What follows belongs to an exercise in optimizing a design on an open flow for small area, a short achievable clock period and few clock cycles; a production flow would make more cautious choices.
Function was checked by simulation only, so behaviour that the tests miss may differ from the original.
Power and IR drop assume default switching activity.

<file path="flow/run.sh">
#!/bin/bash
# Layout flow: the standard ORFS flow (standard.sh), unchanged except:
#  - timing repair (after CTS and after global routing) aims 11 ns below the
#    16 ns clock, i.e. at a 5 ns period, repairing the worst paths first
#    (SETUP_SLACK_MARGIN, TNS_END_PERCENT); the SDC constraints are unchanged;
#  - the port buffers are sky130_fd_sc_hd__buf_4 instead of the delay cell
#    clkdlybuf4s50_1 that buffer_ports picks by default (every port is still
#    buffered).
# The make output goes to flow.log; ORFS writes each step's log under orfs/logs.
set -euo pipefail
bash standard.sh \
  SETUP_SLACK_MARGIN=11 \
  TNS_END_PERCENT=5 \
  'BUFFER_PORTS_ARGS=-buffer_cell sky130_fd_sc_hd__buf_4' \
  finish > flow.log 2>&1
</file>
<file path="standard.sh">
#!/bin/bash
# synth_recipe.tcl (not shown) runs the flow's synth.tcl, then flattens the netlist and writes it again
# the make line also repeats each setting of config.mk as NAME=value (left out here)
make -C /OpenROAD-flow-scripts/flow DESIGN_CONFIG=/design/flow/config.mk WORK_HOME=/design/flow/orfs CLKGATE_MAP_FILE= SYNTH_SCRIPT=/design/flow/synth_recipe.tcl "${@:-finish}"
</file>
<file path="config.mk">
export PLATFORM = sky130hd
export DESIGN_NAME = RISC
export DESIGN_NICKNAME = RISC
export VERILOG_FILES = /design/flow/design.v
export SDC_FILE = /design/flow/constraint.sdc
export NUM_CORES = 4
export LEC_CHECK = 0
export CAP_MARGIN = 20
export CORE_MARGIN = 2
export CORE_UTILIZATION = 40
export SLEW_MARGIN = 20
</file>
<file path="constraint.sdc">
create_clock -name core_clock -period 16.0 [get_ports {clk}]
set_input_delay 3.2000 -clock core_clock [delete_from_list [all_inputs] [get_ports {clk}]]
set_output_delay 3.2000 -clock core_clock [all_outputs]
set_load 0.01 [all_outputs]
</file>
<file path="design.v">
module RISC (
    input  logic        clk,
    input  logic        reset_n,
    output logic [31:0] d_address,
    input  logic [31:0] d_data_read,
    output logic [31:0] d_data_write,
    output logic [ 3:0] d_data_wstrb,
    output logic        d_write_enable,
    input  logic        d_data_valid,
    output logic [31:0] i_address,
    input  logic [31:0] i_data_read,
    input  logic        i_data_valid
);
    localparam logic [6:0] LUI    = 7'b0110111;
    localparam logic [6:0] AUIPC  = 7'b0010111;
    localparam logic [6:0] JAL    = 7'b1101111;
    localparam logic [6:0] JALR   = 7'b1100111;
    localparam logic [6:0] BRANCH = 7'b1100011;
    localparam logic [6:0] LOAD   = 7'b0000011;
    localparam logic [6:0] STORE  = 7'b0100011;
    localparam logic [6:0] IMM_OP = 7'b0010011;
    localparam logic [6:0] REG_OP = 7'b0110011;
    function automatic [6:0] clmul4(input [3:0] a, input [3:0] b);
        logic [6:0] r;
        r = '0;
        for (int i = 0; i < 4; i++)
            if (b[i])
                r = r ^ ({3'd0, a} << i);
        clmul4 = r;
    endfunction
    function automatic [14:0] clmul8(input [7:0] a, input [7:0] b);
        logic [6:0] lo, hi, mid;
        lo  = clmul4(a[3:0], b[3:0]);
        hi  = clmul4(a[7:4], b[7:4]);
        mid = clmul4(a[3:0] ^ a[7:4], b[3:0] ^ b[7:4]) ^ lo ^ hi;
        clmul8 = {8'd0, lo} ^ ({8'd0, mid} << 4) ^ ({8'd0, hi} << 8);
    endfunction
    function automatic [30:0] clmul16(input [15:0] a, input [15:0] b);
        logic [14:0] lo, hi, mid;
        lo  = clmul8(a[7:0], b[7:0]);
        hi  = clmul8(a[15:8], b[15:8]);
        mid = clmul8(a[7:0] ^ a[15:8], b[7:0] ^ b[15:8]) ^ lo ^ hi;
        clmul16 = {16'd0, lo} ^ ({16'd0, mid} << 8) ^ ({16'd0, hi} << 16);
    endfunction
    function automatic [62:0] clmul32(input [31:0] a, input [31:0] b);
        logic [30:0] lo, hi, mid;
        lo  = clmul16(a[15:0], b[15:0]);
        hi  = clmul16(a[31:16], b[31:16]);
        mid = clmul16(a[15:0] ^ a[31:16], b[15:0] ^ b[31:16]) ^ lo ^ hi;
        clmul32 = {32'd0, lo} ^ ({32'd0, mid} << 16) ^ ({32'd0, hi} << 32);
    endfunction
    logic [31:0] pc_f;           
    logic [31:0] pc_d;           
    logic        v_d;            
    logic        hold_q;         
    logic [31:0] ir_hold;
    logic        p_d;            
    logic        btb_v;
    logic [31:2] btb_pc;
    logic [11:2] btb_tgt;        
    logic        halted;
    logic        v_e;
    logic [31:0] pc_e, imm_e, a_rf, b_rf;
    logic [4:0]  rd_e;
    logic        ld_e, late_e, st_e, br_e, jal_e, jalr_e, ill_e, pred_e;
    logic [2:0]  f3_e;
    logic        r_pc_e;
    logic [1:0]  pc_sel_e;       
    logic [1:0]  a_sh_e;
    logic        b_imm_e, sub_e, sgn_e;
    logic        r_add_e, r_bit0_e, r_logic_e, r_shift_e, r_bitop_e, r_minmax_e;
    logic        r_cnt_e, r_ext_e, r_orcb_e, r_rev8_e, r_clmul_e;
    logic        bit0_lt_e;
    logic [1:0]  lop_e;
    logic        linv_e;
    logic        sh_left_e;
    logic [1:0]  sh_hi_e;        
    logic        sh_rol_e;       
    logic [1:0]  bop_e;          
    logic        mm_max_e;
    logic [1:0]  cnt_sel_e;      
    logic [1:0]  ext_sel_e;      
    logic [1:0]  cl_sel_e;       
    logic [31:0] res_m, st_m;
    logic [3:0]  wstrb_m;
    logic        we_m, ld_m;
    logic [4:0]  rd_m;
    logic [2:0]  f3_m;
    logic        cnt_m, pop_m;
    logic [31:0] res_w;
    logic        ld_w;
    logic [4:0]  rd_w;
    logic [2:0]  f3_w;
    logic [31:1][31:0] rf;
    wire [31:0] ins = hold_q ? ir_hold : i_data_read;
    wire [6:0] opc = ins[6:0];
    wire [2:0] f3  = ins[14:12];
    wire [6:0] f7  = ins[31:25];
    wire [4:0] f5  = ins[24:20];
    wire is_lui    = opc == LUI;
    wire is_auipc  = opc == AUIPC;
    wire is_jal    = opc == JAL;
    wire is_jalr   = opc == JALR;
    wire is_branch = opc == BRANCH;
    wire is_load   = opc == LOAD;
    wire is_store  = opc == STORE;
    wire is_opimm  = opc == IMM_OP;
    wire is_op     = opc == REG_OP;
    wire use_rs1 = !(opc[2] && (opc[4] || opc[3]));
    wire use_rs2 = opc[5] && !opc[2];
    wire wr_rd   = !(is_branch || is_store);
    wire [4:0] rs1_d = ins[19:15];
    wire [4:0] rs2_d = ins[24:20];
    wire [4:0] rd_d  = wr_rd   ? ins[11:7]  : 5'd0;
    logic legal_d;
    always_comb begin
        legal_d = 1'b0;
        case (opc)
            LUI, AUIPC, JAL: legal_d = 1'b1;
            JALR  : legal_d = (f3 == 3'b000);
            BRANCH: legal_d = (f3[2:1] != 2'b01);
            LOAD  : legal_d = (f3 != 3'b011 && f3 != 3'b110 && f3 != 3'b111);
            STORE : legal_d = (f3 == 3'b000 || f3 == 3'b001 || f3 == 3'b010);
            IMM_OP: begin
                case (f3)
                    3'b001: legal_d = (f7 == 7'b0000000) || (f7 == 7'b0010100) ||
                                      (f7 == 7'b0110100) || (f7 == 7'b0100100) ||
                                      (f7 == 7'b0110000 &&
                                       (f5 == 5'b00000 || f5 == 5'b00001 || f5 == 5'b00010 ||
                                        f5 == 5'b00100 || f5 == 5'b00101));
                    3'b101: legal_d = (f7 == 7'b0000000) || (f7 == 7'b0100000) ||
                                      (f7 == 7'b0110000) || (f7 == 7'b0100100) ||
                                      (f7 == 7'b0010100 && f5 == 5'b00111) ||
                                      (f7 == 7'b0110100 && f5 == 5'b11000);
                    default: legal_d = 1'b1;
                endcase
            end
            REG_OP: begin
                case (f7)
                    7'b0000000: legal_d = 1'b1;
                    7'b0100000: legal_d = (f3 == 3'b000 || f3 == 3'b101 || f3 == 3'b111 ||
                                           f3 == 3'b110 || f3 == 3'b100);
                    7'b0010000: legal_d = (f3 == 3'b010 || f3 == 3'b100 || f3 == 3'b110);
                    7'b0000101: legal_d = (f3 != 3'b000);
                    7'b0100100: legal_d = (f3 == 3'b001 || f3 == 3'b101);
                    7'b0010100: legal_d = (f3 == 3'b001);
                    7'b0110100: legal_d = (f3 == 3'b001);
                    7'b0110000: legal_d = (f3 == 3'b001 || f3 == 3'b101);
                    7'b0000100: legal_d = (f3 == 3'b100 && f5 == 5'b00000);
                    default:    legal_d = 1'b0;
                endcase
            end
            default: legal_d = 1'b0;
        endcase
    end
    wire ill_d = !legal_d;
    wire jalr_ok  = is_jalr && f3 == 3'b000;
    wire br_ok    = is_branch && f3[2:1] != 2'b01;
    wire load_ok  = is_load && f3 != 3'b011 && f3 != 3'b110 && f3 != 3'b111;
    wire store_ok = is_store && (f3 == 3'b000 || f3 == 3'b001 || f3 == 3'b010);
    logic [31:0] imm_d;
    always_comb begin
        if (is_lui || is_auipc)
            imm_d = {ins[31:12], 12'h000};
        else if (is_jal)
            imm_d = {{12{ins[31]}}, ins[19:12], ins[20], ins[30:21], 1'b0};
        else if (is_branch)
            imm_d = {{20{ins[31]}}, ins[7], ins[30:25], ins[11:8], 1'b0};
        else if (is_store)
            imm_d = {{21{ins[31]}}, ins[30:25], ins[11:7]};
        else
            imm_d = {{21{ins[31]}}, ins[30:20]};
    end
    logic r_pc_d, b_imm_d, sub_d, sgn_d;
    logic [1:0] pc_sel_d;
    logic [1:0] a_sh_d;
    logic r_add_d, r_bit0_d, r_logic_d, r_shift_d, r_bitop_d, r_minmax_d;
    logic r_cnt_d, r_ext_d, r_orcb_d, r_rev8_d, r_clmul_d;
    logic bit0_lt_d, linv_d, sh_left_d, sh_rol_d, mm_max_d;
    logic [1:0] lop_d, sh_hi_d, bop_d, cnt_sel_d, ext_sel_d, cl_sel_d;
    always_comb begin
        r_pc_d = 0; pc_sel_d = 0; a_sh_d = 0;
        b_imm_d = 0; sub_d = 0; sgn_d = 0;
        r_add_d = 0; r_bit0_d = 0; r_logic_d = 0; r_shift_d = 0; r_bitop_d = 0;
        r_minmax_d = 0; r_cnt_d = 0; r_ext_d = 0; r_orcb_d = 0; r_rev8_d = 0;
        r_clmul_d = 0;
        bit0_lt_d = 0; linv_d = 0; sh_left_d = 0; sh_rol_d = 0; mm_max_d = 0;
        lop_d = 0; sh_hi_d = 0; bop_d = 0; cnt_sel_d = 0; ext_sel_d = 0; cl_sel_d = 0;
        if (is_lui) begin
            r_pc_d = 1; pc_sel_d = 2'd0;
        end
        else if (is_auipc) begin
            r_pc_d = 1; pc_sel_d = 2'd1;
        end
        else if (is_jal || is_jalr) begin
            r_pc_d = 1; pc_sel_d = 2'd2;
        end
        else if (is_load || is_store) begin
            b_imm_d = 1; r_add_d = 1;
        end
        else if (is_branch) begin
            sub_d = 1; sgn_d = !f3[1];
        end
        else if (is_opimm || is_op) begin
            b_imm_d = is_opimm;
            case (f3)
                3'b000: begin
                    r_add_d = 1;
                    sub_d = is_op && f7[5];
                end
                3'b010, 3'b011: begin
                    if (is_op && f7 == 7'b0010000) begin
                        r_add_d = 1; a_sh_d = 2'd1;
                    end
                    else if (is_op && f7 == 7'b0000101) begin
                        r_clmul_d = 1; cl_sel_d = f3[0] ? 2'd1 : 2'd2;
                    end
                    else begin
                        r_bit0_d = 1; bit0_lt_d = 1; sub_d = 1; sgn_d = !f3[0];
                    end
                end
                3'b100: begin
                    if (is_op && f7 == 7'b0010000) begin
                        r_add_d = 1; a_sh_d = 2'd2;
                    end
                    else if (is_op && f7 == 7'b0000101) begin
                        r_minmax_d = 1; sub_d = 1; sgn_d = 1;
                    end
                    else if (is_op && f7 == 7'b0000100) begin
                        r_ext_d = 1; ext_sel_d = 2'd2;
                    end
                    else begin
                        r_logic_d = 1; lop_d = 2'd2; linv_d = is_op && f7[5];
                    end
                end
                3'b110: begin
                    if (is_op && f7 == 7'b0010000) begin
                        r_add_d = 1; a_sh_d = 2'd3;
                    end
                    else if (is_op && f7 == 7'b0000101) begin
                        r_minmax_d = 1; sub_d = 1; sgn_d = 1; mm_max_d = 1;
                    end
                    else begin
                        r_logic_d = 1; lop_d = 2'd1; linv_d = is_op && f7[5];
                    end
                end
                3'b111: begin
                    if (is_op && f7 == 7'b0000101) begin
                        r_minmax_d = 1; sub_d = 1; mm_max_d = 1;
                    end
                    else begin
                        r_logic_d = 1; lop_d = 2'd0; linv_d = is_op && f7[5];
                    end
                end
                3'b001: begin
                    if (is_op && f7 == 7'b0000101) begin
                        r_clmul_d = 1; cl_sel_d = 2'd0;
                    end
                    else if (f7 == 7'b0010100) begin
                        r_bitop_d = 1; bop_d = 2'd0;
                    end
                    else if (f7 == 7'b0100100) begin
                        r_bitop_d = 1; bop_d = 2'd1;
                    end
                    else if (f7 == 7'b0110100) begin
                        r_bitop_d = 1; bop_d = 2'd2;
                    end
                    else if (f7 == 7'b0110000 && is_opimm) begin
                        if (f5[2]) begin
                            r_ext_d = 1; ext_sel_d = {1'b0, f5[0]};
                        end
                        else begin
                            r_cnt_d = 1; cnt_sel_d = f5[1:0];
                        end
                    end
                    else begin
                        r_shift_d = 1; sh_left_d = 1; sh_rol_d = f7[5];
                    end
                end
                default: begin  
                    if (is_op && f7 == 7'b0000101) begin
                        r_minmax_d = 1; sub_d = 1;
                    end
                    else if (f7 == 7'b0010100) begin
                        r_orcb_d = 1;
                    end
                    else if (f7 == 7'b0110100) begin
                        r_rev8_d = 1;
                    end
                    else if (f7 == 7'b0100100) begin
                        r_bit0_d = 1; bit0_lt_d = 0;    
                    end
                    else if (f7 == 7'b0110000) begin
                        r_shift_d = 1; sh_hi_d = 2'd2;  
                    end
                    else begin
                        r_shift_d = 1; sh_hi_d = {1'b0, f7[5]};  
                    end
                end
            endcase
        end
    end
    wire a_e = rd_e != 5'd0 && rs1_d == rd_e;
    wire a_m = rd_m != 5'd0 && rs1_d == rd_m;
    wire a_w = rd_w != 5'd0 && rs1_d == rd_w;
    wire b_e = rd_e != 5'd0 && rs2_d == rd_e;
    wire b_m = rd_m != 5'd0 && rs2_d == rd_m;
    wire b_w = rd_w != 5'd0 && rs2_d == rd_w;
    logic kill_q;    
    wire ev       = v_e && !halted && !kill_q;
    wire loaduse  = (((a_e && use_rs1) || (b_e && use_rs2)) && late_e) ||
                    (((a_m && use_rs1) || (b_m && use_rs2)) && ld_m);
    wire stall_d  = v_d && loaduse;
    logic [31:0] rv1, rv2;
    always_comb begin
        rv1 = '0;
        rv2 = '0;
        for (int r = 1; r < 32; r++) begin
            rv1 = rv1 | ({32{ins[19:15] == r[4:0]}} & rf[r]);
            rv2 = rv2 | ({32{ins[24:20] == r[4:0]}} & rf[r]);
        end
    end
    wire [31:0] A = a_rf;
    wire [31:0] B = b_rf;
    wire [31:0] B2 = b_imm_e ? imm_e : B;
    wire [31:0] add_a  = A << a_sh_e;
    wire [31:0] add_b  = B2;
    wire [32:0] add_a33 = {sgn_e & add_a[31], add_a};
    wire [32:0] add_b33 = {sgn_e & add_b[31], add_b} ^ {33{sub_e}};
    wire [32:0] sum33  = add_a33 + add_b33 + {32'd0, sub_e};
    wire [31:0] sum    = sum33[31:0];
    wire        lt     = sum33[32];
    wire        eq     = A == B;
    wire [31:0] lb = linv_e ? ~B2 : B2;
    logic [31:0] logic_res;
    always_comb
        case (lop_e)
            2'd0: logic_res = A & lb;
            2'd1: logic_res = A | lb;
            default: logic_res = A ^ lb;
        endcase
    wire [4:0] shamt = B2[4:0];
    logic [62:0] fsh;
    always_comb begin
        if (sh_left_e)
            fsh = {A, sh_rol_e ? A[31:1] : 31'd0};
        else
            case (sh_hi_e)
                2'd0: fsh = {31'd0, A};
                2'd1: fsh = {{31{A[31]}}, A};
                default: fsh = {A[30:0], A};
            endcase
    end
    wire [4:0]  amt = sh_left_e ? ~shamt : shamt;
    wire [46:0] fs16 = amt[4] ? fsh[62:16] : fsh[46:0];
    wire [38:0] fs8  = amt[3] ? fs16[46:8] : fs16[38:0];
    wire [34:0] fs4  = amt[2] ? fs8[38:4]  : fs8[34:0];
    wire [32:0] fs2  = amt[1] ? fs4[34:2]  : fs4[32:0];
    wire [31:0] sh_res = amt[0] ? fs2[32:1] : fs2[31:0];
    wire [31:0] onehot = 32'd1 << shamt;
    logic [31:0] bop_res;
    always_comb
        case (bop_e)
            2'd0: bop_res = A | onehot;
            2'd1: bop_res = A & ~onehot;
            default: bop_res = A ^ onehot;
        endcase
    logic [31:0] cz_in;
    always_comb
        for (int i = 0; i < 32; i++)
            cz_in[i] = (cnt_sel_e == 2'd0) ? A[31 - i] : A[i];
    logic [23:0] pop4;
    always_comb
        for (int i = 0; i < 8; i++)
            pop4[3*i +: 3] = {2'd0, A[4*i]} + {2'd0, A[4*i+1]} +
                             {2'd0, A[4*i+2]} + {2'd0, A[4*i+3]};
    wire [31:0] cnt_pre = (cnt_sel_e == 2'd2) ? {8'd0, pop4} : cz_in;
    logic [31:0] ext_res;
    always_comb
        case (ext_sel_e)
            2'd0: ext_res = {{24{A[7]}}, A[7:0]};
            2'd1: ext_res = {{16{A[15]}}, A[15:0]};
            default: ext_res = {16'd0, A[15:0]};
        endcase
    logic [31:0] orcb_res, rev8_res;
    always_comb
        for (int i = 0; i < 4; i++) begin
            orcb_res[8*i +: 8] = (A[8*i +: 8] != 8'd0) ? 8'hff : 8'h00;
            rev8_res[8*i +: 8] = A[24 - 8*i +: 8];
        end
    wire [62:0] prod = clmul32(A, B);
    logic [31:0] cl_res;
    always_comb
        case (cl_sel_e)
            2'd0: cl_res = prod[31:0];
            2'd1: cl_res = {1'b0, prod[62:32]};
            default: cl_res = prod[62:31];
        endcase
    wire bit0 = bit0_lt_e ? lt : sh_res[0];
    wire mm_pick_a = lt ^ mm_max_e;
    wire [31:0] tgt_base = jalr_e ? A : pc_e;
    wire [31:0] tgt_sum  = tgt_base + imm_e;
    logic [31:0] pc_res;
    always_comb
        case (pc_sel_e)
            2'd0: pc_res = imm_e;
            2'd1: pc_res = tgt_sum;
            default: pc_res = pc_e4;
        endcase
    wire [31:0] res_e =
          ({32{r_add_e}}    & sum)
        | ({32{r_pc_e}}     & pc_res)
        | ({32{r_bit0_e}}   & {31'd0, bit0})
        | ({32{r_logic_e}}  & logic_res)
        | ({32{r_shift_e}}  & sh_res)
        | ({32{r_bitop_e}}  & bop_res)
        | ({32{r_minmax_e}} & (mm_pick_a ? A : B))
        | ({32{r_cnt_e}}    & cnt_pre)
        | ({32{r_ext_e}}    & ext_res)
        | ({32{r_orcb_e}}   & orcb_res)
        | ({32{r_rev8_e}}   & rev8_res)
        | ({32{r_clmul_e}}  & cl_res);
    wire taken_c  = f3_e[2] ? (lt ^ f3_e[0]) : (eq ^ f3_e[0]);
    wire jump_e   = jal_e || jalr_e || (br_e && taken_c);
    wire jmis     = jump_e && (jalr_e ? tgt_sum[1] : imm_e[1]);
    wire lsmis    = (ld_e || st_e) &&
                    ((f3_e[1:0] == 2'b01 && sum[0]) ||
                     (f3_e[1:0] == 2'b10 && sum[1:0] != 2'b00));
    wire trap_e   = ev && (ill_e || jmis || lsmis);
    wire need_ft  = pred_e && !jump_e;
    wire redirect = ev && !jmis && (need_ft || (jump_e && !(pred_e && br_e)));
    wire [31:0] pc_e4  = {pc_e[31:2] + 30'd1, 2'b00};
    wire [31:0] target = need_ft ? pc_e4 : {tgt_sum[31:1], 1'b0};
    wire btb_rec  = ev && br_e && imm_e[31];    
    logic [31:0] st_e_data;
    logic [3:0]  wstrb_e;
    always_comb
        case (f3_e[1:0])
            2'b00: begin
                st_e_data = {4{B[7:0]}};
                wstrb_e   = 4'b0001 << sum[1:0];
            end
            2'b01: begin
                st_e_data = {2{B[15:0]}};
                wstrb_e   = sum[1] ? 4'b1100 : 4'b0011;
            end
            default: begin
                st_e_data = B;
                wstrb_e   = 4'b1111;
            end
        endcase
    wire e_done = ev && !trap_e;    
    logic [5:0] ctz_res;
    logic [15:0] y16;
    logic [7:0]  y8;
    logic [3:0]  y4;
    logic [1:0]  y2;
    logic z16, z8, z4, z2, z1;
    always_comb begin
        z16 = res_m[15:0] == 16'd0;
        y16 = z16 ? res_m[31:16] : res_m[15:0];
        z8  = y16[7:0] == 8'd0;
        y8  = z8 ? y16[15:8] : y16[7:0];
        z4  = y8[3:0] == 4'd0;
        y4  = z4 ? y8[7:4] : y8[3:0];
        z2  = y4[1:0] == 2'd0;
        y2  = z2 ? y4[3:2] : y4[1:0];
        z1  = !y2[0];
        ctz_res = (res_m == 32'd0) ? 6'd32 : {1'b0, z16, z8, z4, z2, z1};
    end
    logic [3:0] pm2 [0:3];
    logic [5:0] pop_res;
    always_comb begin
        for (int i = 0; i < 4; i++)
            pm2[i] = {1'b0, res_m[6*i +: 3]} + {1'b0, res_m[6*i+3 +: 3]};
        pop_res = ({2'd0, pm2[0]} + {2'd0, pm2[1]}) + ({2'd0, pm2[2]} + {2'd0, pm2[3]});
    end
    wire [5:0] cnt_fin = pop_m ? pop_res : ctz_res;
    wire [31:0] m_val  = cnt_m ? {26'd0, cnt_fin} : res_m;    
    logic [31:0] ld_val;
    logic [7:0]  ld_b;
    logic [15:0] ld_h;
    always_comb begin
        case (res_w[1:0])
            2'd0: ld_b = d_data_read[7:0];
            2'd1: ld_b = d_data_read[15:8];
            2'd2: ld_b = d_data_read[23:16];
            default: ld_b = d_data_read[31:24];
        endcase
        ld_h = res_w[1] ? d_data_read[31:16] : d_data_read[15:0];
        case (f3_w[1:0])
            2'b00: ld_val = {{24{ld_b[7] & !f3_w[2]}}, ld_b};
            2'b01: ld_val = {{16{ld_h[15] & !f3_w[2]}}, ld_h};
            default: ld_val = d_data_read;
        endcase
    end
    wire [31:0] wdata = ld_w ? ld_val : res_w;
    assign i_address      = pc_f;
    assign d_address      = res_m;
    assign d_data_write   = st_m;
    assign d_data_wstrb   = wstrb_m;
    assign d_write_enable = we_m;
    wire btb_hit = btb_v && pc_f[31:2] == btb_pc;
    always_ff @(posedge clk) begin
        if (!reset_n) begin
            pc_f   <= 32'd0;
            v_d    <= 1'b0;
            hold_q <= 1'b0;
        end
        else if (redirect) begin
            pc_f   <= target;
            v_d    <= 1'b0;
            hold_q <= 1'b0;
        end
        else if (stall_d) begin
            hold_q <= 1'b1;
        end
        else begin
            pc_f   <= btb_hit ? {pc_f[31:12], btb_tgt, 2'b00} : pc_f + 32'd4;
            v_d    <= 1'b1;
            hold_q <= 1'b0;
        end
    end
    always_ff @(posedge clk) begin
        if (!redirect && !stall_d)
            p_d <= btb_hit;
        if (!reset_n)
            btb_v <= 1'b0;
        else if (btb_rec)
            btb_v <= taken_c && !jmis && tgt_sum[31:12] == pc_e[31:12];    
        if (btb_rec) begin
            btb_pc  <= pc_e[31:2];
            btb_tgt <= tgt_sum[11:2];
        end
    end
    always_ff @(posedge clk)
        ir_hold <= ins;
    always_ff @(posedge clk)
        if (!stall_d)
            pc_d <= pc_f;
    always_ff @(posedge clk) begin
        if (!reset_n)
            halted <= 1'b0;
        else if (trap_e)
            halted <= 1'b1;
    end
    always_ff @(posedge clk) begin
        if (!reset_n)
            kill_q <= 1'b0;
        else
            kill_q <= redirect;
    end
    wire take_d = v_d && !stall_d;
    always_ff @(posedge clk) begin
        if (!reset_n) begin
            v_e  <= 1'b0;
            rd_e <= 5'd0;
            ld_e <= 1'b0;
            late_e <= 1'b0;
        end
        else begin
            v_e  <= take_d;
            rd_e <= take_d ? rd_d : 5'd0;
            ld_e <= take_d && load_ok;
            late_e <= take_d && (load_ok || r_cnt_d);
        end
    end
    always_ff @(posedge clk) begin
        begin
            a_rf  <= a_e ? res_e : a_m ? m_val : a_w ? wdata : rv1;
            b_rf  <= b_e ? res_e : b_m ? m_val : b_w ? wdata : rv2;
            st_e   <= store_ok;
            br_e   <= br_ok;
            jal_e  <= is_jal;
            jalr_e <= jalr_ok;
            pred_e <= p_d;
            ill_e  <= ill_d;
            f3_e   <= f3;
            r_pc_e <= r_pc_d; pc_sel_e <= pc_sel_d; a_sh_e <= a_sh_d;
            b_imm_e <= b_imm_d; sub_e <= sub_d; sgn_e <= sgn_d;
            r_add_e <= r_add_d; r_bit0_e <= r_bit0_d; r_logic_e <= r_logic_d;
            r_shift_e <= r_shift_d; r_bitop_e <= r_bitop_d; r_minmax_e <= r_minmax_d;
            r_cnt_e <= r_cnt_d; r_ext_e <= r_ext_d; r_orcb_e <= r_orcb_d;
            r_rev8_e <= r_rev8_d; r_clmul_e <= r_clmul_d;
            bit0_lt_e <= bit0_lt_d; linv_e <= linv_d; sh_left_e <= sh_left_d;
            sh_rol_e <= sh_rol_d; mm_max_e <= mm_max_d;
            lop_e <= lop_d; sh_hi_e <= sh_hi_d; bop_e <= bop_d;
            cnt_sel_e <= cnt_sel_d; ext_sel_e <= ext_sel_d; cl_sel_e <= cl_sel_d;
        end
    end
    always_ff @(posedge clk) begin
        pc_e   <= pc_d;
        imm_e  <= imm_d;
    end
    always_ff @(posedge clk) begin
        if (!reset_n) begin
            we_m  <= 1'b0;
            cnt_m <= 1'b0;
            ld_m  <= 1'b0;
            rd_m  <= 5'd0;
            ld_w  <= 1'b0;
            rd_w  <= 5'd0;
        end
        else begin
            we_m  <= e_done && st_e;
            cnt_m <= e_done && r_cnt_e;
            ld_m  <= e_done && ld_e;
            rd_m  <= e_done ? rd_e : 5'd0;
            ld_w  <= ld_m;
            rd_w  <= rd_m;
        end
    end
    always_ff @(posedge clk) begin
        res_m   <= res_e;
        st_m    <= st_e_data;
        wstrb_m <= wstrb_e;
        f3_m    <= f3_e;
        pop_m   <= cnt_sel_e == 2'd2;
        res_w   <= m_val;
        f3_w    <= f3_m;
    end
    for (genvar r = 1; r < 32; r++) begin : g_rf
        always_ff @(posedge clk)
            if (rd_w == r[4:0])
                rf[r] <= wdata;
    end
endmodule
</file>
==> metrics.yaml, run 1 <==
outcome:
  run_status: "timing/DRC/antenna clean"
run:
  timing.max_cap.violations: 0
sta:
  layout_min_cycle_time_ps: 5540
  final-max-slew-violation-count: 0
  timing_hold_violations_final: 0
  setup_viol: 0
  min_period_over_period: 0.346
  finalSetupTns_ps: 0
  max_freq_mhz: 181
  rsz_0062_raised_after_global_routing: "true"
  max_slew.worst_pin.slew_ps: 1260
  final.setup_skew_ps: 100
  worst_relative_slew_slack: 0.158
floorplan:
  die-area_mm2: 0.217
  die_width_um: 466
  floorplan.io_pins: 169
  floorplan.initialDensity: 0.403
  core_mm2: 0.212
  row_count: 169
  die_h_um: 466
clocking:
  cts_tree: "built"
  cts.htree.levels: 4
  hold_buffers: 0
  root_buf_cell: "sky130_fd_sc_hd__clkbuf_16"
  cts-buffers-inserted: 151
  max-clock-path-buffers: 3
  cts.sink_count: 1429
  worst_skew_pair.late_latency_ps: 890
  clock_slew_seen_by_the_registers_of_the_worst_setup_and_hold_paths_ps: 60
logic_synthesis:
  syn-num-nets: 8527
  synth-seq-cells: 1429
  top_cells_by_area_in_the_synthesized_netlist: "sky130_fd_sc_hd__edfxtp_1 (37%), sky130_fd_sc_hd__dfxtp_1 (8.6%), sky130_fd_sc_hd__xnor2_1 (6.6%), sky130_fd_sc_hd__a22oi_1 (3.8%), sky130_fd_sc_hd__ha_1 (3.5%)"
  async_flop_share: 0
  synth_top_cell_area_share: 0.374
  yosys_most_used_dff: "sky130_fd_sc_hd__edfxtp_1"
  synth_common_cells: "sky130_fd_sc_hd__edfxtp_1 (1064), sky130_fd_sc_hd__nor2_1 (782), sky130_fd_sc_hd__xnor2_1 (642), sky130_fd_sc_hd__nand2_1 (560), sky130_fd_sc_hd__a22oi_1 (430)"
  synthesis.yosys.warnings: 2
  synth_area_leader_cell: "sky130_fd_sc_hd__edfxtp_1"
  most_frequent_cell_after_synthesis: "sky130_fd_sc_hd__edfxtp_1"
  synthCells: 8194
  synth_enable_flop_cells: 1064
  yosys.cell_types.count: 100
  seq_area_frac_synth: 0.460
  postSynthAreaPerCell_um2: 10.4
  synth.cell_area_mm2: 0.0854
setup_path:
  regToRegSetupSlack_ps: 10660
  critical_path.reg2reg.startpoint: "jalr_e"
  critical_path.reg2reg.endpoint: "a_rf[25]"
  crit_path_max_fanout: 16
  cp.arrival_ps: 6260
  critical_path.endpoint: "a_rf[21]"
  cp_data_required_time_ps: 16730
  cp_capture_type: "flip-flop"
  criticalPathCategory: "in2reg"
  worstSetupStartpoint: "i_data_read[17]"
  r2r.worst_path.cells: 14
  critical_path_startpoint_category: "input port"
layout:
  syn2layout_area_growth_pct: 19.2
  net_count_reported_at_finish: 8807
  post_route_cells_drive_above_1_share: 0.177
route:
  post-route-drc-count: 0
  route.final.wire_length_mm: 455
  ant_nets: 0
  via_count: 80200
  first_pass_iters: 13
  drt-vias-per-instance: 7.01
  drtIter0Drc: 16600
  detail_route.wl_per_cell_um: 39.8
global_route:
  grt_use_total: 0.395
  grt_pass1_vias: 73500
  initial_antenna_violation_count: 31
  met3_usage: 0.144
  grt_start_max_net_pins: 71
  grt_use_met2: 0.577
  grt_first_pass_wirelength_mm: 600
  gr-usage-met1: 0.471
  overflow: 0
  grt-busiest-layer: "met2"
power:
  static-leakage-power_nw: 37.0
  total_power_mw: 17.7
  power_per_cell_area_mw_per_mm2: 174
  worst_ir_drop_vdd_v: 0.000577
min_path:
  hold_path.class: "reg2reg"
placement:
  port_buffers: 165
  place_hpwl_mm: 266
  weighted_congestion_reported_at_the_end_of_routability_driven_placement: 1.03
-- layout make-up --
class	instances	area, um^2
diodes	22	55.1
clock buffers	195	4170
clock inverters	82	1040
fillers	19100	110000
inverters	256	1010
multi-input cells	5925	45300
flip-flops and latches	1429	39300
well taps	2821	3530
repair buffers	710	7420
repair inverters	1	7.51
-- logic make-up after synthesis --
kind of cell	share of synthesized area
AOI/OAI and AO/OA	0.189
xor gates and xnor gates	0.108
adders and majority gates	0.0412
buffers and inverters	0.0397
DFF	0.460
muxes	0.0487
other	0.0000439
and+or+nand+nor	0.114
-- sequential cells by signal, indices dropped and copies added, names as in the netlist, 4 cells and up --
signal / cells
b_rf: 32
rd_e: 5
btb_pc: 30
rf: 992
ir_hold: 31
res_w: 32
pc_f: 31
rd_m: 5
st_m: 32
btb_tgt: 10
rd_w: 5
a_rf: 32
res_m: 32
wstrb_m: 4
pc_d: 31
pc_e: 31
imm_e: 32
-- cells in the final DEF, fill, tap and decap left out, drive strengths merged, types with 20 or more instances in the layout --
cell / instances
xnor3: 49
o21a: 20
dfxtp: 365
xnor2: 665
a22oi: 430
a211oi: 88
a222oi: 85
and3: 47
a21o: 58
fa: 27
ha: 238
a22o: 254
and2: 41
diode: 22
mux2: 82
o21ai: 362
a31oi: 37
a21oi: 359
nand3: 173
nand2b: 44
o22ai: 25
nor4: 50
nand4: 159
or4: 38
nor3: 144
o31ai: 21
mux2i: 209
o211ai: 75
edfxtp: 1064
nand2: 562
a221oi: 277
clkbuf: 214
nor2b: 33
xor2: 218
clkinv: 60
buf: 677
inv: 254
nor2: 782
mux4: 50
-- per-layer routing --
metal  share of wire  vias up
met5         0.00071        -
met4            0.10       28
met3            0.15     2319
met2            0.41     7684
met1            0.34    38600
li1                -    31600
-- through the flow --
stage                     worst slack (ps)  std cells  utilization  hold slack, ps  instance area [um^2]
after floorplan                      10000       8194            -             310                 86500
after global placement                7890      10900        0.430             315                 91300
after detailed placement              7830      10900        0.430             316                 91300
after CTS                            10780      11300        0.469             319                 99600
after global routing                 10520      11400        0.480             336                102000
final                                10460      11400        0.480             319                102000
-- worst min-delay path by stage --
stage	depth (start not counted)	from	to
floorplan	0	f3_m[0]	f3_w[0]
global placement	0	f3_m[2]	f3_w[2]
detailed placement	0	f3_m[2]	f3_w[2]
CTS	0	pc_d[23]	pc_e[23]
global route	0	pc_d[23]	pc_e[23]
finish	0	pc_d[23]	pc_e[23]
-- worst max-delay path, stage by stage --
cell and delay (ps):
sky130_fd_sc_hd__buf_4 130, sky130_fd_sc_hd__nand2_1 60, sky130_fd_sc_hd__nor2_1 170, sky130_fd_sc_hd__a31oi_4 60
sky130_fd_sc_hd__buf_12 210, sky130_fd_sc_hd__buf_4 140, sky130_fd_sc_hd__nor3_4 710, sky130_fd_sc_hd__buf_6 530
sky130_fd_sc_hd__a22oi_1 180, sky130_fd_sc_hd__nand3_1 140, sky130_fd_sc_hd__nor4_1 60, sky130_fd_sc_hd__buf_4 180
sky130_fd_sc_hd__a21oi_1 220, sky130_fd_sc_hd__a21oi_1 110, sky130_fd_sc_hd__o21ai_1 140
-- report_power, final --
group	total (mW)	internal (mW)	switching, mW	leakage [nW]
sequential	4.09	4.03	0.0622	13.1
clock	3.72	2.11	1.61	2.54
combinational	9.90	3.86	6.04	21.4
total	17.7	10.0	7.71	37.0
-- what timing repair did --
action	CTS	global route
buffers inserted	113	115
resized for setup	332	206
pin swaps	45	75
cloned	18	16
setup endpoints to repair	300	223
Testbench counts, summed over its fixed seeds: cycles 42,365.
==> run 2: changes to the inputs <==
--- a/design.v
+++ b/design.v
@@ -64,6 +64,9 @@
     logic [4:0]  rd_e;
     logic        ld_e, late_e, st_e, br_e, jal_e, jalr_e, ill_e, pred_e;
     logic [2:0]  f3_e;
+    logic [6:0]  ie_opc;         
+    logic [2:0]  ie_f3;
+    logic [11:0] ie_hi;          
     logic        r_pc_e;
     logic [1:0]  pc_sel_e;       
     logic [1:0]  a_sh_e;
@@ -311,7 +314,8 @@
     wire loaduse  = (((a_e && use_rs1) || (b_e && use_rs2)) && late_e) ||
                     (((a_m && use_rs1) || (b_m && use_rs2)) && ld_m);
     wire stall_d  = v_d && loaduse;
-    logic [31:0] rv1, rv2;
+    (* keep *) logic [31:0] rv1;
+    (* keep *) logic [31:0] rv2;
     always_comb begin
         rv1 = '0;
         rv2 = '0;
@@ -320,6 +324,215 @@
             rv2 = rv2 | ({32{ins[24:20] == r[4:0]}} & rf[r]);
         end
     end
+    wire [6:0] opc_x = ie_opc;
+    wire [2:0] f3_x  = ie_f3;
+    wire [6:0] f7_x  = ie_hi[11:5];
+    wire [4:0] f5_x  = ie_hi[4:0];
+    wire isx_lui    = opc_x == LUI;
+    wire isx_auipc  = opc_x == AUIPC;
+    wire isx_jal    = opc_x == JAL;
+    wire isx_jalr   = opc_x == JALR;
+    wire isx_branch = opc_x == BRANCH;
+    wire isx_load   = opc_x == LOAD;
+    wire isx_store  = opc_x == STORE;
+    wire isx_opimm  = opc_x == IMM_OP;
+    wire isx_op     = opc_x == REG_OP;
+    logic legal_x;
+    always_comb begin
+        legal_x = 1'b0;
+        case (opc_x)
+            LUI, AUIPC, JAL: legal_x = 1'b1;
+            JALR  : legal_x = (f3_x == 3'b000);
+            BRANCH: legal_x = (f3_x[2:1] != 2'b01);
+            LOAD  : legal_x = (f3_x != 3'b011 && f3_x != 3'b110 && f3_x != 3'b111);
+            STORE : legal_x = (f3_x == 3'b000 || f3_x == 3'b001 || f3_x == 3'b010);
+            IMM_OP: begin
+                case (f3_x)
+                    3'b001: legal_x = (f7_x == 7'b0000000) || (f7_x == 7'b0010100) ||
+                                      (f7_x == 7'b0110100) || (f7_x == 7'b0100100) ||
+                                      (f7_x == 7'b0110000 &&
+                                       (f5_x == 5'b00000 || f5_x == 5'b00001 || f5_x == 5'b00010 ||
+                                        f5_x == 5'b00100 || f5_x == 5'b00101));
+                    3'b101: legal_x = (f7_x == 7'b0000000) || (f7_x == 7'b0100000) ||
+                                      (f7_x == 7'b0110000) || (f7_x == 7'b0100100) ||
+                                      (f7_x == 7'b0010100 && f5_x == 5'b00111) ||
+                                      (f7_x == 7'b0110100 && f5_x == 5'b11000);
+                    default: legal_x = 1'b1;
+                endcase
+            end
+            REG_OP: begin
+                case (f7_x)
+                    7'b0000000: legal_x = 1'b1;
+                    7'b0100000: legal_x = (f3_x == 3'b000 || f3_x == 3'b101 || f3_x == 3'b111 ||
+                                           f3_x == 3'b110 || f3_x == 3'b100);
+                    7'b0010000: legal_x = (f3_x == 3'b010 || f3_x == 3'b100 || f3_x == 3'b110);
+                    7'b0000101: legal_x = (f3_x != 3'b000);
+                    7'b0100100: legal_x = (f3_x == 3'b001 || f3_x == 3'b101);
+                    7'b0010100: legal_x = (f3_x == 3'b001);
+                    7'b0110100: legal_x = (f3_x == 3'b001);
+                    7'b0110000: legal_x = (f3_x == 3'b001 || f3_x == 3'b101);
+                    7'b0000100: legal_x = (f3_x == 3'b100 && f5_x == 5'b00000);
+                    default:    legal_x = 1'b0;
+                endcase
+            end
+            default: legal_x = 1'b0;
+        endcase
+    end
+    wire ill_x = !legal_x;
+    logic r_pc_x, b_imm_x, sub_x, sgn_x;
+    logic [1:0] pc_sel_x;
+    logic [1:0] a_sh_x;
+    logic r_add_x, r_bit0_x, r_logic_x, r_shift_x, r_bitop_x, r_minmax_x;
+    logic r_cnt_x, r_ext_x, r_orcb_x, r_rev8_x, r_clmul_x;
+    logic bit0_lt_x, linv_x, sh_left_x, sh_rol_x, mm_max_x;
+    logic [1:0] lop_x, sh_hi_x, bop_x, cnt_sel_x, ext_sel_x, cl_sel_x;
+    always_comb begin
+        r_pc_x = 0; pc_sel_x = 0; a_sh_x = 0;
+        b_imm_x = 0; sub_x = 0; sgn_x = 0;
+        r_add_x = 0; r_bit0_x = 0; r_logic_x = 0; r_shift_x = 0; r_bitop_x = 0;
+        r_minmax_x = 0; r_cnt_x = 0; r_ext_x = 0; r_orcb_x = 0; r_rev8_x = 0;
+        r_clmul_x = 0;
+        bit0_lt_x = 0; linv_x = 0; sh_left_x = 0; sh_rol_x = 0; mm_max_x = 0;
+        lop_x = 0; sh_hi_x = 0; bop_x = 0; cnt_sel_x = 0; ext_sel_x = 0; cl_sel_x = 0;
+        if (isx_lui) begin
+            r_pc_x = 1; pc_sel_x = 2'd0;
+        end
+        else if (isx_auipc) begin
+            r_pc_x = 1; pc_sel_x = 2'd1;
+        end
+        else if (isx_jal || isx_jalr) begin
+            r_pc_x = 1; pc_sel_x = 2'd2;
+        end
+        else if (isx_load || isx_store) begin
+            b_imm_x = 1; r_add_x = 1;
+        end
+        else if (isx_branch) begin
+            sub_x = 1; sgn_x = !f3_x[1];
+        end
+        else if (isx_opimm || isx_op) begin
+            b_imm_x = isx_opimm;
+            case (f3_x)
+                3'b000: begin
+                    r_add_x = 1;
+                    sub_x = isx_op && f7_x[5];
+                end
+                3'b010, 3'b011: begin
+                    if (isx_op && f7_x == 7'b0010000) begin
+                        r_add_x = 1; a_sh_x = 2'd1;
+                    end
+                    else if (isx_op && f7_x == 7'b0000101) begin
+                        r_clmul_x = 1; cl_sel_x = f3_x[0] ? 2'd1 : 2'd2;
+                    end
+                    else begin
+                        r_bit0_x = 1; bit0_lt_x = 1; sub_x = 1; sgn_x = !f3_x[0];
+                    end
+                end
+                3'b100: begin
+                    if (isx_op && f7_x == 7'b0010000) begin
+                        r_add_x = 1; a_sh_x = 2'd2;
+                    end
+                    else if (isx_op && f7_x == 7'b0000101) begin
+                        r_minmax_x = 1; sub_x = 1; sgn_x = 1;
+                    end
+                    else if (isx_op && f7_x == 7'b0000100) begin
+                        r_ext_x = 1; ext_sel_x = 2'd2;
+                    end
+                    else begin
+                        r_logic_x = 1; lop_x = 2'd2; linv_x = isx_op && f7_x[5];
+                    end
+                end
+                3'b110: begin
+                    if (isx_op && f7_x == 7'b0010000) begin
+                        r_add_x = 1; a_sh_x = 2'd3;
+                    end
+                    else if (isx_op && f7_x == 7'b0000101) begin
+                        r_minmax_x = 1; sub_x = 1; sgn_x = 1; mm_max_x = 1;
+                    end
+                    else begin
+                        r_logic_x = 1; lop_x = 2'd1; linv_x = isx_op && f7_x[5];
+                    end
+                end
+                3'b111: begin
+                    if (isx_op && f7_x == 7'b0000101) begin
+                        r_minmax_x = 1; sub_x = 1; mm_max_x = 1;
+                    end
+                    else begin
+                        r_logic_x = 1; lop_x = 2'd0; linv_x = isx_op && f7_x[5];
+                    end
+                end
+                3'b001: begin
+                    if (isx_op && f7_x == 7'b0000101) begin
+                        r_clmul_x = 1; cl_sel_x = 2'd0;
+                    end
+                    else if (f7_x == 7'b0010100) begin
+                        r_bitop_x = 1; bop_x = 2'd0;
+                    end
+                    else if (f7_x == 7'b0100100) begin
+                        r_bitop_x = 1; bop_x = 2'd1;
+                    end
+                    else if (f7_x == 7'b0110100) begin
+                        r_bitop_x = 1; bop_x = 2'd2;
+                    end
+                    else if (f7_x == 7'b0110000 && isx_opimm) begin
+                        if (f5_x[2]) begin
+                            r_ext_x = 1; ext_sel_x = {1'b0, f5_x[0]};
+                        end
+                        else begin
+                            r_cnt_x = 1; cnt_sel_x = f5_x[1:0];
+                        end
+                    end
+                    else begin
+                        r_shift_x = 1; sh_left_x = 1; sh_rol_x = f7_x[5];
+                    end
+                end
+                default: begin  
+                    if (isx_op && f7_x == 7'b0000101) begin
+                        r_minmax_x = 1; sub_x = 1;
+                    end
+                    else if (f7_x == 7'b0010100) begin
+                        r_orcb_x = 1;
+                    end
+                    else if (f7_x == 7'b0110100) begin
+                        r_rev8_x = 1;
+                    end
+                    else if (f7_x == 7'b0100100) begin
+                        r_bit0_x = 1; bit0_lt_x = 0;    
+                    end
+                    else if (f7_x == 7'b0110000) begin
+                        r_shift_x = 1; sh_hi_x = 2'd2;  
+                    end
+                    else begin
+                        r_shift_x = 1; sh_hi_x = {1'b0, f7_x[5]};  
+                    end
+                end
+            endcase
+        end
+    end
+    assign r_pc_e = r_pc_x;
+    assign pc_sel_e = pc_sel_x;
+    assign r_add_e = r_add_x;
+    assign r_bit0_e = r_bit0_x;
+    assign r_logic_e = r_logic_x;
+    assign r_shift_e = r_shift_x;
+    assign r_bitop_e = r_bitop_x;
+    assign r_minmax_e = r_minmax_x;
+    assign r_cnt_e = r_cnt_x;
+    assign r_ext_e = r_ext_x;
+    assign r_orcb_e = r_orcb_x;
+    assign r_rev8_e = r_rev8_x;
+    assign r_clmul_e = r_clmul_x;
+    assign bit0_lt_e = bit0_lt_x;
+    assign lop_e = lop_x;
+    assign linv_e = linv_x;
+    assign sh_left_e = sh_left_x;
+    assign sh_hi_e = sh_hi_x;
+    assign sh_rol_e = sh_rol_x;
+    assign bop_e = bop_x;
+    assign mm_max_e = mm_max_x;
+    assign cnt_sel_e = cnt_sel_x;
+    assign ext_sel_e = ext_sel_x;
+    assign cl_sel_e = cl_sel_x;
+    assign ill_e = ill_x;
     wire [31:0] A = a_rf;
     wire [31:0] B = b_rf;
     wire [31:0] B2 = b_imm_e ? imm_e : B;
@@ -495,6 +708,8 @@
         endcase
     end
     wire [31:0] wdata = ld_w ? ld_val : res_w;
+    (* keep *) wire [31:0] fa_val = a_e ? res_e : a_m ? m_val : wdata;
+    (* keep *) wire [31:0] fb_val = b_e ? res_e : b_m ? m_val : wdata;
     assign i_address      = pc_f;
     assign d_address      = res_m;
     assign d_data_write   = st_m;
@@ -567,25 +782,16 @@
     end
     always_ff @(posedge clk) begin
         begin
-            a_rf  <= a_e ? res_e : a_m ? m_val : a_w ? wdata : rv1;
-            b_rf  <= b_e ? res_e : b_m ? m_val : b_w ? wdata : rv2;
+            a_rf  <= (a_e || a_m || a_w) ? fa_val : rv1;
+            b_rf  <= (b_e || b_m || b_w) ? fb_val : rv2;
             st_e   <= store_ok;
             br_e   <= br_ok;
             jal_e  <= is_jal;
             jalr_e <= jalr_ok;
             pred_e <= p_d;
-            ill_e  <= ill_d;
             f3_e   <= f3;
-            r_pc_e <= r_pc_d; pc_sel_e <= pc_sel_d; a_sh_e <= a_sh_d;
-            b_imm_e <= b_imm_d; sub_e <= sub_d; sgn_e <= sgn_d;
-            r_add_e <= r_add_d; r_bit0_e <= r_bit0_d; r_logic_e <= r_logic_d;
-            r_shift_e <= r_shift_d; r_bitop_e <= r_bitop_d; r_minmax_e <= r_minmax_d;
-            r_cnt_e <= r_cnt_d; r_ext_e <= r_ext_d; r_orcb_e <= r_orcb_d;
-            r_rev8_e <= r_rev8_d; r_clmul_e <= r_clmul_d;
-            bit0_lt_e <= bit0_lt_d; linv_e <= linv_d; sh_left_e <= sh_left_d;
-            sh_rol_e <= sh_rol_d; mm_max_e <= mm_max_d;
-            lop_e <= lop_d; sh_hi_e <= sh_hi_d; bop_e <= bop_d;
-            cnt_sel_e <= cnt_sel_d; ext_sel_e <= ext_sel_d; cl_sel_e <= cl_sel_d;
+            a_sh_e <= a_sh_d; b_imm_e <= b_imm_d; sub_e <= sub_d; sgn_e <= sgn_d;
+            ie_opc <= opc; ie_f3 <= f3; ie_hi <= ins[31:20];
         end
     end
     always_ff @(posedge clk) begin
==> run 2 against run 1 <==
- sequential power fell by 2%
- sequential share of layout area fell by 0.62 points
- register-to-register slack barely moved
- combinational power rose by 7%
- routed wire length rose by 3.4%
- clock power barely moved
- cell area barely moved
- worst hold slack improved by 0.90 ps
- critical path depth fell by 2
- largest power group unchanged
==> metrics.yaml, run 2 <==
sta:
  max_freq_mhz: 187  # +3.5%
  final.setup_skew_ps: 140  # +39.9 ps
  final-max-slew-violation-count: 0  # unchanged
  rsz_0062_raised_after_global_routing: "true"
  hold_slack_ps: 320  # +0.900 ps
  max_slew.worst_pin.slew_ps: 1290  # +32.3 ps
  min_period_over_period: 0.334  # -0.0118
  timing_hold_violations_final: 0  # unchanged
  finalSetupTns_ps: 0  # unchanged
  worst_relative_slew_slack: 0.137  # -0.0215
  setup_viol: 0  # unchanged
  layout_min_cycle_time_ps: 5350  # -189 ps
clocking:
  max-clock-path-buffers: 3  # unchanged
  cts.htree.levels: 4  # unchanged
  clock_slew_seen_by_the_registers_of_the_worst_setup_and_hold_paths_ps: 60  # about the same
  root_buf_cell: "sky130_fd_sc_hd__clkbuf_16"
  cts-buffers-inserted: 151  # unchanged
  worst_skew_pair.late_latency_ps: 910  # +20 ps
  cts.sink_count: 1397  # -2.2%
  cts_tree: "built"
logic_synthesis:
  synthesis.yosys.warnings: 2  # unchanged
  synth.cell_area_mm2: 0.0854  # about the same
  synthCells: 8117  # -0.94%
  syn-num-nets: 8450  # -0.90%
  postSynthAreaPerCell_um2: 10.5  # +0.89%
min_path:
  worstHoldEndpoint: "pc_e[22]"
  timing.hold.worst.start: "pc_d[22]"
  hold_path.class: "reg2reg"
  min_delay_path_depth: 0  # unchanged
floorplan:
  core_mm2: 0.212  # unchanged
  row_count: 169  # unchanged
  die_width_um: 466  # about the same
  die-area_mm2: 0.217  # about the same
  floorplan.initialDensity: 0.402  # about the same
  floorplan.io_pins: 169  # unchanged
  die_h_um: 466  # about the same
setup_path:
  crit_chain: "buf_4, buf_4, nand2_1, xnor3_1, xnor3_1, xnor3_1, xnor2_1, xnor2_1, xnor2_1, a211oi_1, a311o_1, nor3_1, a211oi_2"
  slowest_delay_ps: 850  # +140 ps
  cp_capture_type: "flip-flop"
  criticalPathCategory: "reg2reg"
  cp_data_required_time_ps: 16680  # -50 ps
  critical_path.reg2reg.endpoint: "a_rf[14]"
  regToRegSetupSlack_ps: 10650  # about the same
  timing.critical_path.buf_inv: 2  # -3
  crit_path_max_fanout: 14  # -2
  critical_path.reg2reg.startpoint: "a_rf[16]"
  r2r.worst_path.cells: 13  # -1
  cp.arrival_ps: 6020  # -240 ps
  critical_path_startpoint_category: "flip-flop"
  critical_path.top_delay_family: "XOR/XNOR gates"
  crit_path_slowest_cell: "sky130_fd_sc_hd__a211oi_1"
layout:
  post_route_cells_drive_above_1_share: 0.184  # +0.00622
  fin_cells: 11400  # -0.53%
  syn2layout_area_growth_pct: 19.2  # about the same
  most-common-layout-cells: "sky130_fd_sc_hd__edfxtp_1 (1064), sky130_fd_sc_hd__nor2_1 (654), sky130_fd_sc_hd__a22oi_1 (612)"
  final_common_cell: "sky130_fd_sc_hd__edfxtp_1"
  final_design_utilization: 0.480  # about the same
  net_count_reported_at_finish: 8724  # -0.94%
  largest_reg_flops: 992  # unchanged
  final_design_area_no_fill_mm2: 0.102  # about the same
  largest_register: "rf"
route:
  post-route-drc-count: 0  # unchanged
  ant_nets: 0  # unchanged
  route.final.wire_length_mm: 470  # +3.4%
  via_count: 83300  # +3.9%
  detail_route.wl_per_cell_um: 41.3  # +4.0%
  drtIter0Drc: 18100  # +9.2%
  drt-vias-per-instance: 7.32  # +4.4%
  first_pass_iters: 13  # unchanged
power:
  static-leakage-power_nw: 37.0  # about the same
  power_per_cell_area_mw_per_mm2: 180  # +3.6%
  worst_ir_drop_vdd_v: 0.000430  # -26%
global_route:
  grt_use_total: 0.412  # +0.0172
  overflow: 0  # unchanged
  initial_antenna_violation_count: 35  # +13%
  grt_first_pass_wirelength_mm: 625  # +4.2%
  grt_start_max_net_pins: 70  # -1.4%
  grt_pass1_vias: 76100  # +3.5%
placement:
  placed_cells_incl_taps: 10800  # -0.48%
  place_hpwl_mm: 285  # +7.2%
  detailed_place.area_mm2: 0.0915  # +0.19%
  port_buffers: 165  # unchanged
  weighted_congestion_reported_at_the_end_of_routability_driven_placement: 1.09  # +5.7%
outcome:
  run_status: "timing/DRC/antenna clean"
run:
  timing.max_cap.violations: 0  # unchanged
## run 2: where the power goes
group / internal [mW] / switching (mW) / leakage, nW
logic: 4.32 / 6.31 / 21.6
clock network: 2.07 / 1.62 / 2.51
registers: 3.94 / 0.0759 / 12.9
## run 2: worst max-delay path by stage
stage          slack (ps)  endpoint  cells past startpoint             from
2_1_floorplan       10630  pc_f[22]                     15  i_data_read[16]
3_3_place_gp         8930  pc_f[22]                     13  i_data_read[20]
3_5_place_dp         8870  pc_f[22]                     13  i_data_read[20]
4_1_cts             10880   b_rf[2]                     13  i_data_read[24]
5_1_grt             10790  a_rf[17]                     14  i_data_read[16]
6_report            10650  a_rf[14]                     13         a_rf[16]
## run 2: routing by layer
layer  track usage  wire length [um]  vias up
li1              -                 -    31800
met1         0.485            156000    40100
met2         0.592            189000     8646
met3         0.177             75700     2730
met4         0.311             48500       35
met5        0.0121               850        -
## run 2: repair_timing
action,CTS,global route
gates cloned,14,11
pin swaps,64,68
endpoints found under the setup margin,301,276
hold buffers,0,0
gates resized for setup,403,204
buffers inserted,138,66
## run 2: final cells by class
type,instances,area [um^2]
tap,2821,3530
antenna,40,100
timing repair inverter,5,35.0
fill,19000,110000
sequential,1397,38600
inverter,202,808
clock inverter,97,1170
clock buffer,184,4030
timing repair buffer,715,6920
multi-input combinational,5919,46600
## run 2: stage by stage
| step | total power [mW] | setup WS, ps |
|---|---|---|
| after floorplan | 10.8 | 10630 |
| after global placement | 14.0 | 8930 |
| after detailed placement | 13.9 | 8870 |
| after CTS | 17.8 | 10880 |
| after global routing | 18.7 | 10790 |
| final | 18.3 | 10650 |
Testbench counts of run 2, summed over its fixed seeds: cycles 42,365.

==> afterwards: timing with drivers on the ports <==
The results above use ideal ports. As a check the final layouts listed here were re-extracted and re-timed, cells and wires unchanged.
Step 1: set_driving_cell puts a clkbuf_16 on clk and a buf_2 on each other input, an assumption about the parent block.
Step 2, shift: input delay + t, output delay - t, t = (earliest + latest rising clock arrival at the registers) / 2. This alone moves slack from input paths to output paths.
a / b / c = ideal / step 1 / step 2; a / b = the first two.
run	t, ns	setup WS [ns]	latest minus earliest clock arrival (ns)	worst slew at a driven data input, ns
run 1	0.932	10.464 / 10.477 / 9.545	0.105 / 0.105	0.24
run 2	0.923	10.653 / 10.653 / 9.898	0.141 / 0.142	0.14
After both steps setup and hold are still met in every run listed. The setup slack of run 1, which loses most, moves by +0.013 ns with the drivers and by -0.919 ns with both steps.
